What follows belongs to an exercise in optimizing a design on an open flow for small area and a short achievable clock period; a production flow would make more cautious choices. Function was checked by simulation only, so behaviour that the tests miss may differ from the original. No driver is modelled on the clock port, so clock power and skew are understated where the tree is cut down; a real chip needs a root buffer or a tree.

Setup of yarrow:
==> flow/design.v (excerpt) <==
module synch_fifo_16x8bit
  #(parameter integer DATA_SIZE = 8, DEPTH = 16)
  ( input  [DATA_SIZE-1:0] data_in,
    input                  wr_en,
    input                  rd_en,
    input                  clk,
    input                  reset_n,
    output                 fifo_full,
    output                 fifo_empty,
    output [DATA_SIZE-1:0] data_out
  );
clock: 3.0 ns
lec_check: 0
cap_margin: 20
core_margin: 2
core_utilization: 40
setup_slack_margin: 1.58
slew_margin: 20
synth_hierarchical: 1
synth_minimum_keep_size: 0
standard.sh (not shown) runs the stock make flow with config.mk's settings and CLKGATE_MAP_FILE= SYNTH_SCRIPT=/design/flow/synth_recipe.tcl, a recipe that flattens the netlist after the stock synthesis.
==> flow/flow/run.sh <==
#!/bin/bash
# Own layout flow: the standard flow, except that
#  - port buffers are buf_2 cells rather than the default pick, and
#  - the clock tree is built by flow/cts.tcl (two levels of clock cells,
#    the leaves at the centres of clusters of flip-flops) in place of
#    TritonCTS's H-tree, which is deeper and slower.
# Each tool's full output goes to a log file of its own in this folder.
set -euo pipefail
export BUFFER_PORTS_ARGS="-buffer_cell sky130_fd_sc_hd__buf_2"
export CTS_ROOTS=4
export CTS_LEAVES=8
export CTS_ROOT_CELL=sky130_fd_sc_hd__clkbuf_16
export CTS_LEAF_CELL=sky130_fd_sc_hd__clkbuf_16
bash standard.sh synth > synth.log 2>&1
bash standard.sh place > place.log 2>&1
bash standard.sh run RUN_SCRIPT="$PWD/flow/cts.tcl" RUN_LOG_NAME_STEM=4_1_cts_own > cts.log 2>&1
bash standard.sh finish > finish.log 2>&1
==> flow/flow/cts.tcl <==
# Clock tree of two levels of clkbuf_16 buffers: the clock port drives
# CTS_ROOTS root buffers, which drive CTS_LEAVES leaf buffers, each placed
# at the centre of one cluster of flip-flops (k-means on the placed
# flip-flop positions; the roots at the centres of clusters of leaves).
# Every flip-flop is two buffers from the port, so clock arrivals are alike. Then ORFS's post-CTS steps: detailed
# placement and repair_timing, as cts.tcl does them.
source $::env(SCRIPTS_DIR)/load.tcl
erase_non_stage_variables cts
load_design 3_place.odb 3_place.sdc
set_dont_use $::env(DONT_USE_CELLS)

set NL [expr {[info exists ::env(CTS_LEAVES)] ? $::env(CTS_LEAVES) : 8}]
set NR [expr {[info exists ::env(CTS_ROOTS)] ? $::env(CTS_ROOTS) : 2}]
set block [ord::get_db_block]
set clknet [$block findNet clk]
set LEAF_CELL [expr {[info exists ::env(CTS_LEAF_CELL)] ? $::env(CTS_LEAF_CELL) : "sky130_fd_sc_hd__clkbuf_16"}]
set ROOT_CELL [expr {[info exists ::env(CTS_ROOT_CELL)] ? $::env(CTS_ROOT_CELL) : "sky130_fd_sc_hd__clkbuf_16"}]

# k-means of points {x y} into k clusters, seeded on a grid of x and y
# quantiles; returns {assignment centres}
proc kmeans {pts k} {
  set n [llength $pts]
  set xs [lsort -integer [lmap p $pts { lindex $p 0 }]]
  set ys [lsort -integer [lmap p $pts { lindex $p 1 }]]
  set gx [expr {int(ceil(sqrt($k)))}]
  set gy [expr {int(ceil(double($k) / $gx))}]
  set cents {}
  for {set a 0} {$a < $gx} {incr a} {
    for {set b 0} {$b < $gy} {incr b} {
      if {[llength $cents] < $k} {
        lappend cents [list [lindex $xs [expr {int(($a + 0.5) * $n / $gx)}]] \
                            [lindex $ys [expr {int(($b + 0.5) * $n / $gy)}]]]
      }
    }
  }
  for {set iter 0} {$iter < 50} {incr iter} {
    set asg {}
    foreach p $pts {
      set best 0
      set bd 1e30
      for {set c 0} {$c < $k} {incr c} {
        set d [expr {abs([lindex $p 0] - [lindex $cents $c 0]) + abs([lindex $p 1] - [lindex $cents $c 1])}]
        if {$d < $bd} { set bd $d; set best $c }
      }
      lappend asg $best
    }
    set new {}
    for {set c 0} {$c < $k} {incr c} {
      set sx 0; set sy 0; set m 0
      foreach p $pts a $asg {
        if {$a == $c} { incr sx [lindex $p 0]; incr sy [lindex $p 1]; incr m }
      }
      if {$m == 0} { lappend new [lindex $cents $c] } else { lappend new [list [expr {$sx / $m}] [expr {$sy / $m}]] }
    }
    set cents $new
  }
  return [list $asg $cents]
}

# a cell of type master at (x, y) driving the given iterms from a new net;
# its input joins net from
proc add_buffer {master name x y from iterms} {
  global block
  set inst [odb::dbInst_create $block [[ord::get_db] findMaster $master] clkbuf_own_$name]
  set net [odb::dbNet_create $block clknet_own_$name]
  $net setSigType CLOCK
  foreach mt [[$inst getMaster] getMTerms] {
    if {[$mt getSigType] ne "SIGNAL"} { continue }
    if {[$mt getIoType] eq "INPUT"} { [$inst findITerm [$mt getName]] connect $from }
    if {[$mt getIoType] eq "OUTPUT"} { [$inst findITerm [$mt getName]] connect $net }
  }
  $inst setLocation $x $y
  $inst setPlacementStatus PLACED
  foreach it $iterms {
    $it disconnect
    $it connect $net
  }
  return $inst
}

set sinks [$clknet getITerms]
set pts {}
foreach it $sinks {
  set box [[$it getInst] getBBox]
  lappend pts [list [expr {([$box xMin] + [$box xMax]) / 2}] [expr {([$box yMin] + [$box yMax]) / 2}]]
}
puts "clock sinks: [llength $sinks], leaf buffers: $NL, root buffers: $NR"
lassign [kmeans $pts $NL] lasg lcents
lassign [kmeans $lcents $NR] rasg rcents
# roots first, all on the port's net; then each leaf on its root's net
set rnets {}
for {set r 0} {$r < $NR} {incr r} {
  add_buffer $ROOT_CELL r$r [lindex $rcents $r 0] [lindex $rcents $r 1] $clknet {}
  lappend rnets [$block findNet clknet_own_r$r]
}
for {set c 0} {$c < $NL} {incr c} {
  set its {}
  foreach it $sinks a $lasg { if {$a == $c} { lappend its $it } }
  set r [lindex $rasg $c]
  add_buffer $LEAF_CELL l$c [lindex $lcents $c 0] [lindex $lcents $c 1] [lindex $rnets $r] $its
  puts "leaf buffer $c (root $r) at [lindex $lcents $c] drives [llength $its] flip-flops"
}
$clknet setSigType CLOCK
set_propagated_clock [all_clocks]

set_placement_padding -global \
  -left $::env(CELL_PAD_IN_SITES_DETAIL_PLACEMENT) \
  -right $::env(CELL_PAD_IN_SITES_DETAIL_PLACEMENT)
detailed_placement
estimate_parasitics -placement
report_clock_latency
report_clock_skew

report_worst_slack -max
report_design_area
if { !$::env(SKIP_CTS_REPAIR_TIMING) } {
  repair_timing_helper
  detailed_placement
  check_placement -verbose
}
report_worst_slack -max
report_worst_slack -min
if {[info exists ::env(CTS_DEBUG)]} { report_checks -path_delay max -group_path_count 5 -format end; report_checks -path_delay max -fields {fanout cap slew} }
report_design_area

orfs_write_db $::env(RESULTS_DIR)/4_1_cts.odb
orfs_write_sdc $::env(RESULTS_DIR)/4_cts.sdc
--- input diff yarrow..onyx ---
Settings: SETUP_SLACK_MARGIN now 1.6, was 1.58.
diff --git a/flow/flow/cts.tcl b/flow/flow/cts.tcl
--- a/flow/flow/cts.tcl
+++ b/flow/flow/cts.tcl
@@ -14,2 +14,3 @@
 set block [ord::get_db_block]
+set ::slewmax 0
 set clknet [$block findNet clk]
@@ -59,2 +60,35 @@
 
+# even out cluster sizes: hand out points nearest-first, at most
+# ceil(points / clusters) to a cluster, then move each centre to the mean
+# of its points; returns {assignment centres}
+proc balance {pts cents} {
+  set k [llength $cents]
+  set cap [expr {int(ceil(double([llength $pts]) / $k))}]
+  set pairs {}
+  set idx 0
+  foreach p $pts {
+    for {set c 0} {$c < $k} {incr c} {
+      lappend pairs [list [expr {abs([lindex $p 0] - [lindex $cents $c 0]) + abs([lindex $p 1] - [lindex $cents $c 1])}] $idx $c]
+    }
+    incr idx
+  }
+  set asg [lrepeat [llength $pts] -1]
+  set load [lrepeat $k 0]
+  foreach pr [lsort -real -index 0 $pairs] {
+    lassign $pr d i c
+    if {[lindex $asg $i] >= 0 || [lindex $load $c] >= $cap} { continue }
+    lset asg $i $c
+    lset load $c [expr {[lindex $load $c] + 1}]
+  }
+  set new {}
+  for {set c 0} {$c < $k} {incr c} {
+    set sx 0; set sy 0; set m 0
+    foreach p $pts a $asg {
+      if {$a == $c} { incr sx [lindex $p 0]; incr sy [lindex $p 1]; incr m }
+    }
+    if {$m == 0} { lappend new [lindex $cents $c] } else { lappend new [list [expr {$sx / $m}] [expr {$sy / $m}]] }
+  }
+  return [list $asg $new]
+}
+
 # a cell of type master at (x, y) driving the given iterms from a new net;
@@ -88,3 +122,5 @@
 lassign [kmeans $pts $NL] lasg lcents
+lassign [balance $pts $lcents] lasg lcents
 lassign [kmeans $lcents $NR] rasg rcents
+lassign [balance $lcents $rcents] rasg rcents
 # roots first, all on the port's net; then each leaf on its root's net
@@ -112,2 +148,3 @@
 report_clock_skew
+if {[info exists ::env(CTS_DEBUG)]} { report_check_types -max_slew -max_capacitance; foreach p [get_pins -of [get_cells *] -filter "name==CLK"] { set s [get_property $p slew_max]; if {$s > $::slewmax} { set ::slewmax $s } }; puts "max clk pin slew $::slewmax" }
 
### Flow results
When onyx is measured against yarrow, its post-route clock period utilization turns out 0.55 points lower.
Reported for yarrow and onyx, maximum fanout count along the critical path turned out identical to the last digit.
Fmax | onyx vs yarrow | onyx faster
Against yarrow, onyx reports a later-pin clock latency in the skew report that is lower.
The standard cells in onyx occupy more silicon area than those in yarrow do.
When the final numbers for yarrow and onyx were put side by side, the setup slack after placement turned out to be greater in onyx.
Diff yarrow..onyx | hold slack | negligible
On via count, yarrow beats onyx.
Of yarrow and onyx, yarrow shows the higher clock skew, with onyx below it.
Changes in zinc relative to onyx:
Settings: swapping 1.6 for 1.66 in SETUP_SLACK_MARGIN.
diff --git a/flow/flow/run.sh b/flow/flow/run.sh
--- a/flow/flow/run.sh
+++ b/flow/flow/run.sh
@@ -3,3 +3,3 @@
 #  - port buffers are buf_2 cells rather than the default pick, and
-#  - the clock tree is built by flow/cts.tcl (two levels of clock cells,
+#  - the clock tree is built by flow/cts.tcl (two levels of clkinv_16 inverters,
 #    the leaves at the centres of clusters of flip-flops) in place of
@@ -11,4 +11,4 @@
 export CTS_LEAVES=8
-export CTS_ROOT_CELL=sky130_fd_sc_hd__clkbuf_16
-export CTS_LEAF_CELL=sky130_fd_sc_hd__clkbuf_16
+export CTS_ROOT_CELL=sky130_fd_sc_hd__clkinv_16
+export CTS_LEAF_CELL=sky130_fd_sc_hd__clkinv_16
 bash standard.sh synth > synth.log 2>&1
==> notes.md <==
The higher required time reported for the critical path endpoint of onyx and zinc is in zinc.
Diff onyx -> zinc | global-route wire length before repair | up by a few percent
In zinc, met2 capacity usage during global routing is higher than in onyx.
Relative to zinc, the following input files were edited for lagoon:
Settings: a change of SETUP_SLACK_MARGIN from 1.66 to 1.6.
==> flow/flow/run.sh <==
#!/bin/bash
# Own layout flow: the standard flow, except that
#  - port buffers are buf_2 cells rather than the default pick, and
#  - the clock tree is built by flow/cts.tcl in place of TritonCTS's
#    H-tree, which is deeper and slower: two levels of inverters
#    (clkinv_4 roots, clkinv_8 leaves), the leaves at the centres of
#    clusters of flip-flops of even size, so every flip-flop sees the
#    clock through the same two inversions.
# Each tool's full output goes to a log file of its own in this folder.
set -euo pipefail
export BUFFER_PORTS_ARGS="-buffer_cell sky130_fd_sc_hd__buf_2"
export CTS_ROOTS=4
export CTS_LEAVES=8
export CTS_ROOT_CELL=sky130_fd_sc_hd__clkinv_4
export CTS_LEAF_CELL=sky130_fd_sc_hd__clkinv_8
bash standard.sh synth > synth.log 2>&1
bash standard.sh place > place.log 2>&1
bash standard.sh run RUN_SCRIPT="$PWD/flow/cts.tcl" RUN_LOG_NAME_STEM=4_1_cts_own > cts.log 2>&1
bash standard.sh finish > finish.log 2>&1
diff --git a/flow/flow/cts.tcl b/flow/flow/cts.tcl
--- a/flow/flow/cts.tcl
+++ b/flow/flow/cts.tcl
@@ -148,3 +148,8 @@
 report_clock_skew
-if {[info exists ::env(CTS_DEBUG)]} { report_check_types -max_slew -max_capacitance; foreach p [get_pins -of [get_cells *] -filter "name==CLK"] { set s [get_property $p slew_max]; if {$s > $::slewmax} { set ::slewmax $s } }; puts "max clk pin slew $::slewmax" }
+if {[info exists ::env(CTS_DEBUG)]} {
+  foreach p [get_pins -of [get_cells *] -filter "name==CLK"] {
+    foreach pr {slew_max_rise slew_max_fall} { set v [get_property $p $pr]; if {$v > $::slewmax} { set ::slewmax $v } }
+  }
+  puts "max clk pin slew $::slewmax"
+}
 
==> comparison <==
Compared with zinc, in lagoon post-route clock period utilization did not really move, met1 layer usage reported by global route went down, met3 layer wire length in the routed design went down. lagoon vs zinc, hold slack went down by 0.020 ns. Routed length per placed instance: zinc and lagoon compared, higher one is zinc. Per the comparison of lagoon with zinc, sequential share of layout area rose by 2.0 points, number of nets in the layout has decreased. lagoon reached the end of the flow, and the finished layout is clean on the timing, DRC and antenna checks.
No run of this note takes its clock network from TritonCTS; it comes from the design's own scripts or RTL.

## static timing again, ports no longer ideal
In the flow no input, the clock included, has a driving cell. The finished layouts below were timed again as built, in two steps.
Step 1: set_driving_cell puts a clkbuf_16 on clk and a buf_2 on each other input, an assumption about the parent block.
Step 2 moves the port delays by t, midway between the first and last clock arrival at a register: inputs arrive t later, outputs are due t later. That takes back most of the time a late clock gives input paths.
Slacks: ideal ports / drivers / drivers and shift; pairs: ideal ports / drivers.
| run | t, ns | setup slack, ns | worst hold slack (ns) | clock arrival spread, ns | pins driven straight from the clock port |
|---|---|---|---|---|---|
| yarrow | 0.362 | 1.589 / 1.506 / 1.275 | 0.315 / 0.257 / 0.432 | 0.046 / 0.046 | 4 |
| onyx | 0.359 | 1.606 / 1.521 / 1.343 | 0.314 / 0.253 / 0.440 | 0.009 / 0.009 | 4 |
| zinc | 0.339 | 1.526 / 1.531 / 1.334 | 0.434 / 0.277 / 0.434 | 0.013 / 0.014 | 4 |
| lagoon | 0.277 | 1.531 / 1.582 / 1.305 | 0.414 / 0.340 / 0.440 | 0.019 / 0.019 | 4 |
After both steps every run listed still meets setup and hold. For yarrow, which loses most, drivers alone change the setup slack by -0.083 ns; drivers and shift together by -0.314 ns.
